This design comes from an exercise in tuning for small area and a short achievable clock period on the open sky130 flow, not from production work.
Function was not checked in any run shown here: the RTL went through the layout flow alone.
No activity file was given, so power comes from the tool's default toggle rates.

==> flow/design.v (outline; a module is shown in full before it is edited, if it fits) <==
// module multiplier: 3589 lines
// module FA: 4 lines
// module FAX: 6 lines
// module HA: 4 lines
// module HAN: 4 lines
// module OR2: 3 lines
// module FA1: 4 lines
// module MAJ: 3 lines
// module BTWO: 3 lines
// module BSGN: 3 lines
// module PPSEL: 3 lines
// module PPSELN: 3 lines
// module INV: 3 lines
// module NAND2: 3 lines
// module NOR2: 3 lines
// module XOR2: 3 lines
// module XNOR2: 3 lines
// module AOI21: 3 lines
// module OAI21: 3 lines
// module CPA: 1076 lines
module multiplier (
    input clk,
    input rst,
    input start,
    input [31:0] A,
    input [31:0] B,
    input [7:0] Physical_address_in,
    input [31:0] PC_in,
    output [63:0] Product,
    output reg done,
    output reg [7:0] Physical_address_out,
    output reg [31:0] PC_out
);
  // ...
==> flow/flow/run.sh <==
#!/bin/bash
# Layout flow: the standard ORFS flow (standard.sh) with extra ORFS
# settings read from flow/knobs.txt (one VAR=value per line; @FLOW@ stands
# for this flow folder). Its output goes to standard.log.
set -euo pipefail
flowdir="$(pwd)/flow"
knobs=()
while IFS= read -r line; do
  [[ -z "$line" || "$line" == \#* ]] && continue
  knobs+=("${line//@FLOW@/$flowdir}")
done < flow/knobs.txt
bash standard.sh "${knobs[@]}" finish > standard.log 2>&1
==> flow/flow/downsize.tcl <==
# Start the layout from the smallest drive strength of every logic cell that
# synthesis sized up; the flow's timing repair then sizes up what needs it.
set n 0
foreach inst [[ord::get_db_block] getInsts] {
  set m [[$inst getMaster] getName]
  if {![regexp {^(sky130_fd_sc_hd__[a-z0-9]+)_([0-9]+)$} $m -> base size]} { continue }
  if {$size <= 1} { continue }
  if {[string match "*df*" $base] || [string match "*conb*" $base] || [string match "*clk*" $base] || [string match "*maj3*" $base]} { continue }
  set small [get_lib_cells -quiet ${base}_1]
  if {$small == ""} { continue }
  replace_cell [$inst getName] $small
  incr n
}
puts "downsize: $n cells set to drive strength 1"
==> flow/flow/knobs.txt <==
BUFFER_PORTS_ARGS=-buffer_cell sky130_fd_sc_hd__buf_1
PRE_FLOORPLAN_TCL=@FLOW@/downsize.tcl
==> flow/standard.sh <==
#!/bin/bash
# synth_recipe.tcl (not shown) runs the flow's synth.tcl, then flattens the netlist and writes it again
# the make line also repeats each setting of config.mk as NAME=value (left out here)
make -C /OpenROAD-flow-scripts/flow DESIGN_CONFIG=/design/flow/config.mk WORK_HOME=/design/flow/orfs CLKGATE_MAP_FILE= SYNTH_SCRIPT=/design/flow/synth_recipe.tcl "${@:-finish}"
==> flow/config.mk <==
export PLATFORM = sky130hd
export DESIGN_NAME = multiplier
export DESIGN_NICKNAME = multiplier
export VERILOG_FILES = /design/flow/design.v
export SDC_FILE = /design/flow/constraint.sdc
export NUM_CORES = 8
export LEC_CHECK = 0
export CAP_MARGIN = 20
export CORE_MARGIN = 2
export CORE_UTILIZATION = 40
export PLACE_DENSITY = 0.7
export SETUP_SLACK_MARGIN = 0.6
export SLEW_MARGIN = 20
export SYNTH_HIERARCHICAL = 1
export SYNTH_MINIMUM_KEEP_SIZE = 0
==> flow/constraint.sdc <==
create_clock -name core_clock -period 5.0 [get_ports {clk}]
set_input_delay 1.0000 -clock core_clock [delete_from_list [all_inputs] [get_ports {clk}]]
set_output_delay 1.0000 -clock core_clock [all_outputs]
set_load 0.01 [all_outputs]
==> flow_metrics.env, run 1 <==
export IMPL_final_common_cell="xor2_1"
export IMPL_seq_power_mw=2.53
export IMPL_switching_power_mw=11.05
export IMPL_critPathTopFamily="adder cells"
export IMPL_power_leader="combinational cells"
export IMPL_worstPathRequired_ns=5.42
export IMPL_drt_iter0_drc=2556
export IMPL_grt_util_met1_pct=32.00
export IMPL_largest_reg_flops=32
export IMPL_slowest_delay_ns=0.71
export IMPL_combinationalPowerShare_pct=81.8
export IMPL_peakVddDrop_mv=0.5580
export IMPL_crit_end="r30_1"
export IMPL_grtUsageMet2_pct=40.30
export IMPL_layout_drive_gt1_share_pct=10.38
export IMPL_placed_area_sq_um=30300
export IMPL_path_class="in -> reg"
export IMPL_startpoint="A[0]"
export IMPL_status="complete, no violations"
export IMPL_startpoint_type="input pin"
export IMPL_dieArea_sq_um=68800
export IMPL_dr_max_layer_used="met5"
export IMPL_regMostFlops="PC_out"
export IMPL_nNonClkBuffers=385
export IMPL_grtUsageTotal_pct=25.02
==> run 2: changes to the inputs <==
--- a/flow/config.mk
+++ b/flow/config.mk
@@ -11,3 +11,3 @@
 export PLACE_DENSITY = 0.7
-export SETUP_SLACK_MARGIN = 0.6
+export SETUP_SLACK_MARGIN = 0.65
 export SLEW_MARGIN = 20
==> run 2 against run 1 <==
Compared with the run above: routed wire length up 1.4%; non-clock buffer count grew 10; flip-flop and latch count unchanged; utilization up 0.39 points; design area is 0.83% higher; critical path depth is 3 lower; largest power group unchanged; still clean; die area stayed put; setup slack improved by 0.018 ns; clock power is essentially flat; count of clock-buffer cells in the layout unchanged; hold slack got worse by 0.010 ns.
==> flow_metrics.env, run 2 <==
export IMPL_layout_drive_gt1_share_pct=11.71
export IMPL_dieHeight_um=262.3
export IMPL_finalCritPeriodShare_pct=85.44
export IMPL_status="complete, no violations"
export IMPL_grt_pass1_vias=23442
export IMPL_dieArea_sq_um=68800
export IMPL_clock_path_buffers=2
export IMPL_port_buffers=211
export IMPL_totalWireLength_um=87510
export IMPL_min_from="Physical_address_in[7]"
export IMPL_grt_util_met1_pct=32.70
export IMPL_cap_violations=0
export IMPL_period_minus_slack_ns=4.272
export IMPL_drv_slew=0
export IMPL_grtUsageMet2_pct=40.56
export IMPL_wl_per_cell_um=22.04
export IMPL_use_met3_pct=6.803
export IMPL_htree_levels=4
export IMPL_cts_root_buf="clkbuf_16"
export IMPL_grtUsageTotal_pct=25.33
export IMPL_peakVddDrop_mv=0.5609
export IMPL_hp_class="in -> reg"
export IMPL_switching_share_pct=51.29
export IMPL_crit_chain="clkbuf_2 > buf_4 > a21boi_1 > fa_1 > fa_1 > fa_1 > fa_1 > fa_1"
export IMPL_cp_end_kind="register"
export IMPL_seq_power_share_pct=11.8
export IMPL_gp_congestion=0.9518
export IMPL_pin_count=212
export IMPL_whs_endpoint="Physical_address_out[7]"
export IMPL_fmax_mhz=234.1
export IMPL_rows=94
export IMPL_largest_reg_flops=32
export IMPL_crit_arrival_ns=4.66
export IMPL_startpoint_type="input pin"
export IMPL_cts_hold_buf=0
export IMPL_switching_power_mw=11.08
export IMPL_worstPathRequired_ns=5.39
export IMPL_drt_iter0_drc=2500
export IMPL_dr_pass1_iters=8
export IMPL_ant_nets=0
export IMPL_cts_clk_slew_worst_paths_ns=0.08
export IMPL_hold_viol=0
export IMPL_place_hpwl_um=69970
export IMPL_clock_sinks=168
export IMPL_critical_path_peak_fanout=12
export IMPL_antenna_found_initial=5
export IMPL_drc=0
export IMPL_grt_max_degree=37
export IMPL_p_leak_nw=11.62
export IMPL_slowest_delay_ns=0.58
export IMPL_grt_setup_unrepaired="true"
export IMPL_core_area_sq_um=65860
export IMPL_floorplan_initialDensity_pct=40.52
export IMPL_fin_tns_setup_ns=0
export IMPL_vias=23069
export IMPL_p_int_mw=10.52
export IMPL_top_regs="PC_out (32), Physical_address_out (8)"
export IMPL_numCtsBuffers=17
export IMPL_power_share_clock_pct=6.4
export IMPL_combinationalPowerShare_pct=81.8
export IMPL_postLayoutCellArea_sq_um=31220
export IMPL_final_common_cell="xor2_1"
export IMPL_nFillCells=6203
export IMPL_setup_violations=0
export IMPL_power_density_nw_per_um2=691.8
export IMPL_die_w_um=262.3
export IMPL_netlist_instances=2671
export IMPL_slew_headroom_pct=42.66
export IMPL_busiest_layer="met2"
export IMPL_via_per_inst=5.809
export IMPL_layout_common_cells="xor2_1, a22oi_1, fa_1"
export IMPL_cts_tree="built"
export IMPL_gr_total_overflow=0
export IMPL_path_class="in -> reg"
export IMPL_nets=3605
export IMPL_hold_depth=1
export IMPL_grt_first_pass_wirelength_um=135800
export IMPL_regMostFlops="PC_out"
export IMPL_tightestPinTransition_ns=0.8572
export IMPL_placed_area_sq_um=30460
export IMPL_yosysWarningCount=7
export IMPL_crit_top_cell="fa_1"
export IMPL_slowest_stage="a21boi_1"
-- run 2: what timing repair did --
| action | CTS | global route |
|---|---|---|
| setup buffers | 1 | 0 |
| setup endpoints to repair | 18 | 52 |
| pin swaps | 1 | 0 |
| resized for setup | 3 | 37 |
-- run 2: how the worst max path moves through the flow --
stage	from	end	depth (start not counted)
finish	B[17]	r49_1	8
global placement	B[15]	r35_1	12
detailed placement	B[15]	r35_1	12
CTS	r2_1	Product[45]	13
floorplan	B[21]	r39_0	8
global route	r11_1	Product[36]	13
-- run 2: metrics by stage --
stage / worst slack (ns) / hold WS [ns] / util, % / cells / power, mW
2_1_floorplan: 0.6545 / 1.028 / - / 2678 / 15.39
3_3_place_gp: 0.1864 / 1.092 / 46.25 / 3932 / 19.63
6_report: 0.7282 / 0.5730 / 47.40 / 3971 / 21.60
3_5_place_dp: 0.1118 / 1.093 / 46.25 / 3932 / 20.11
4_1_cts: 0.6404 / 0.5411 / 47.18 / 3965 / 21.68
5_1_grt: 0.6368 / 0.5481 / 47.39 / 3968 / 23.79
-- run 2: worst max-delay path, delay by kind of cell --
family                   cells  cell delay, ns
adder cells (fa/ha/maj)      5            2.50
AO/OA/AOI/OAI                1            0.58
buffers and inverters        2            0.56
-- run 2: area by class of cell --
class	count	area, sq um	share of cell area [%]
Antenna cell	6	15.01	0.04809
Clock buffer	17	425.4	1.363
Clock inverter	15	161.4	0.5170
Inverter	73	274.0	0.8777
Multi-Input combinational cell	2433	23450	75.12
Sequential cell	168	3363	10.77
Tap cell	864	1081	3.463
Timing Repair Buffer	395	2447	7.839
-- run 2: metal layers --
metal / share of wire, % / up-vias / wire [um]
li1: - / 10250 / -
met1: 41 / 11435 / 35750
met2: 46 / 1179 / 40540
met3: 9.3 / 201 / 8140
met4: 3.5 / 4 / 3055
met5: 0.030 / - / 26
-- run 2: power groups by stage --
| stage | clock [mW] | combinational (mW) | sequential, mW |
|---|---|---|---|
| floorplan | 0 | 12.9 | 2.49 |
| global placement | 0 | 17.1 | 2.55 |
| detailed placement | 0 | 17.6 | 2.55 |
| CTS | 1.43 | 17.7 | 2.53 |
| global route | 1.47 | 19.7 | 2.61 |
| finish | 1.38 | 17.7 | 2.54 |
==> run 3: changes to the inputs <==
--- a/flow/config.mk
+++ b/flow/config.mk
@@ -11,3 +11,3 @@
 export PLACE_DENSITY = 0.7
-export SETUP_SLACK_MARGIN = 0.65
+export SETUP_SLACK_MARGIN = 0.5
 export SLEW_MARGIN = 20
==> run 3 against run 2 <==
Compared with the run above: still clean; total power shrank 1.0%; sequential power is essentially flat; combinational power is essentially flat; non-clock buffer count shrank 12; count of clock-buffer cells in the layout is the same; flip-flop and latch count is the same.
==> flow_metrics.env, run 3 <==
export IMPL_status="complete, no violations"
export IMPL_crit_chain="clkbuf_2 > buf_4 > a21boi_1 > inv_1 > fa_1 > fa_1 > fa_1 > fa_1 > fa_1"
export IMPL_hold_viol=0
export IMPL_via_per_inst=5.825
export IMPL_layout_common_cells="xor2_1, a22oi_1, fa_1"
export IMPL_period_minus_slack_ns=4.323
export IMPL_largest_reg_flops=32
export IMPL_gr_total_overflow=0
export IMPL_gp_congestion=0.9330
export IMPL_setup_violations=0
export IMPL_htree_levels=4
export IMPL_grt_pass1_vias=23453
export IMPL_regMostFlops="PC_out"
export IMPL_cts_clk_slew_worst_paths_ns=0.08
export IMPL_antenna_found_initial=14
export IMPL_dieArea_sq_um=68800
export IMPL_cp_end_kind="register"
export IMPL_core_area_sq_um=65860
export IMPL_slowest_delay_ns=0.61
export IMPL_finalCritPeriodShare_pct=86.47
export IMPL_dr_pass1_iters=8
export IMPL_peakVddDrop_mv=0.4942
export IMPL_cts_root_buf="clkbuf_16"
export IMPL_drc=0
export IMPL_cts_tree="built"
export IMPL_clock_sinks=168
export IMPL_dp_cells=3919
export IMPL_final_cells=3959
export IMPL_p_leak_nw=11.51
export IMPL_slowest_stage="fa_1"
export IMPL_drv_slew=0
export IMPL_final_common_cell="xor2_1"
export IMPL_grtUsageTotal_pct=25.10
export IMPL_hold_depth=1
export IMPL_startpoint_type="input pin"
export IMPL_nets=3593
export IMPL_cap_violations=0
export IMPL_holdWs_ns=0.5824
export IMPL_grt_setup_unrepaired="false"
export IMPL_totalWireLength_um=86880
export IMPL_fin_total_pwr_mw=21.38
export IMPL_dieHeight_um=262.3
export IMPL_place_hpwl_um=69150
export IMPL_die_w_um=262.3
export IMPL_cts_hold_buf=0
export IMPL_worstPathRequired_ns=5.38
export IMPL_yosysWarningCount=7
export IMPL_netlist_instances=2671
export IMPL_ant_nets=0
export IMPL_port_buffers=211
export IMPL_rows=94
export IMPL_crit_arrival_ns=4.70
export IMPL_hp_class="in -> reg"
export IMPL_numCtsBuffers=17
export IMPL_grt_first_pass_wirelength_um=134700
export IMPL_fmax_mhz=231.3
export IMPL_path_class="in -> reg"
export IMPL_wl_per_cell_um=21.95
export IMPL_layout_drive_gt1_share_pct=9.744
export IMPL_placed_area_sq_um=30260
export IMPL_grt_max_degree=38
export IMPL_crit_top_cell="fa_1"
export IMPL_vias=23062
export IMPL_power_density_nw_per_um2=691.9
export IMPL_drt_iter0_drc=2791
export IMPL_floorplan_initialDensity_pct=40.52
export IMPL_slew_headroom_pct=37.04
export IMPL_nFillCells=6280
export IMPL_fin_tns_setup_ns=0
export IMPL_top_regs="PC_out (32), Physical_address_out (8)"
export IMPL_clock_path_buffers=2
export IMPL_postLayoutCellArea_sq_um=30900
export IMPL_pin_count=212
export IMPL_critical_path_peak_fanout=14
export IMPL_tightestPinTransition_ns=0.9444
[run 3: cell count changes in the layout (fill, tap and decap cells not counted), moves of 5 or more]
| cell | before | now |
|---|---|---|
| o22ai_1 | 6 | 28 |
| o22ai_2 | 25 | 4 |
| xor2_1 | 759 | 779 |
| xor2_2 | 20 | 0 |
| buf_4 | 162 | 143 |
| buf_12 | 18 | 29 |
| clkbuf_2 | 9 | 15 |
| clkbuf_4 | 5 | 0 |
[run 3: stage by stage]
stage / worst slack [ns] / utilization [%]
floorplan: 0.5024 / -
finish: 0.6767 / 46.91
global placement: 0.2816 / 45.94
global route: 0.5122 / 46.91
CTS: 0.5691 / 46.85
detailed placement: 0.2214 / 45.94
[run 3: final cells by class]
cell class / instances / area [sq um] / share of cell area (%)
diodes: 6 / 15.01 / 0.04859
clock buffers: 17 / 425.4 / 1.377
clock inverters: 15 / 152.6 / 0.4940
inverters: 73 / 277.8 / 0.8990
multi-input cells: 2433 / 23120 / 74.82
flip-flops and latches: 168 / 3363 / 10.89
well taps: 864 / 1081 / 3.499
repair buffers: 383 / 2466 / 7.982
[run 3: repair_timing]
| action | 4_1_cts | 5_1_grt |
|---|---|---|
| resized for setup | 3 | 4 |
| pin swaps | 0 | 1 |
| endpoints found under the hold margin | 0 | 0 |
| endpoints found under the setup margin | 29 | 30 |
| buffers inserted | 1 | 1 |
[run 3: final timing paths]
| path | startpoint | to | slack, ns |
|---|---|---|---|
| max | B[17] | r19_1 | 0.68 |
| min | PC_in[8] | PC_out[8] | 0.58 |
[run 3: where the power goes]
group | switching [mW] | internal, mW
clock network | 0.686 | 0.663
logic | 9.97 | 7.53
registers | 0.339 | 2.19
total | 11.0 | 10.4
[run 3: critical path, delay by kind of cell]
kind                       cells  cell delay [ns]
AOI/OAI and AO/OA              1             0.52
adders and majority gates      5             2.39
buffers and inverters          3             0.78
[run 3: metal layers]
layer | part of all wire (%) | track usage [%]
met5 | 0.082 | 0
met3 | 8.5 | 5.519
met1 | 40 | 31.97
met4 | 3.9 | 10.84
met2 | 47 | 40.98

[port drivers added, routing unchanged]
Ports are ideal in the flow. The routed layouts listed here were re-timed in OpenROAD.
Step 1 sets driving cells, clkbuf_16 on the clock port and buf_2 on the other inputs (assumed; they add their load-dependent delay and slew).
Step 2 moves the port delays by t, midway between the first and last clock arrival at a register: inputs arrive t later, outputs are due t later. That takes back most of the time a late clock gives input paths.
a / b / c = no drivers / after step 1 / after step 2; a / b = the first two.
run	shift t [ns]	slack for setup (ns)	worst hold slack (ns)	clock arrival spread, ns
run 1	0.554	0.710 / 0.686 / 0.132	0.583 / 0.547 / 1.101	0.031 / 0.031
run 2	0.566	0.728 / 0.689 / 0.123	0.573 / 0.535 / 1.101	0.016 / 0.016
run 3	0.561	0.677 / 0.648 / 0.112	0.582 / 0.542 / 1.103	0.017 / 0.017
After both steps every run listed still meets setup and hold. The setup slack of run 2, which loses most, moves by -0.039 ns with the drivers and by -0.605 ns with both steps.
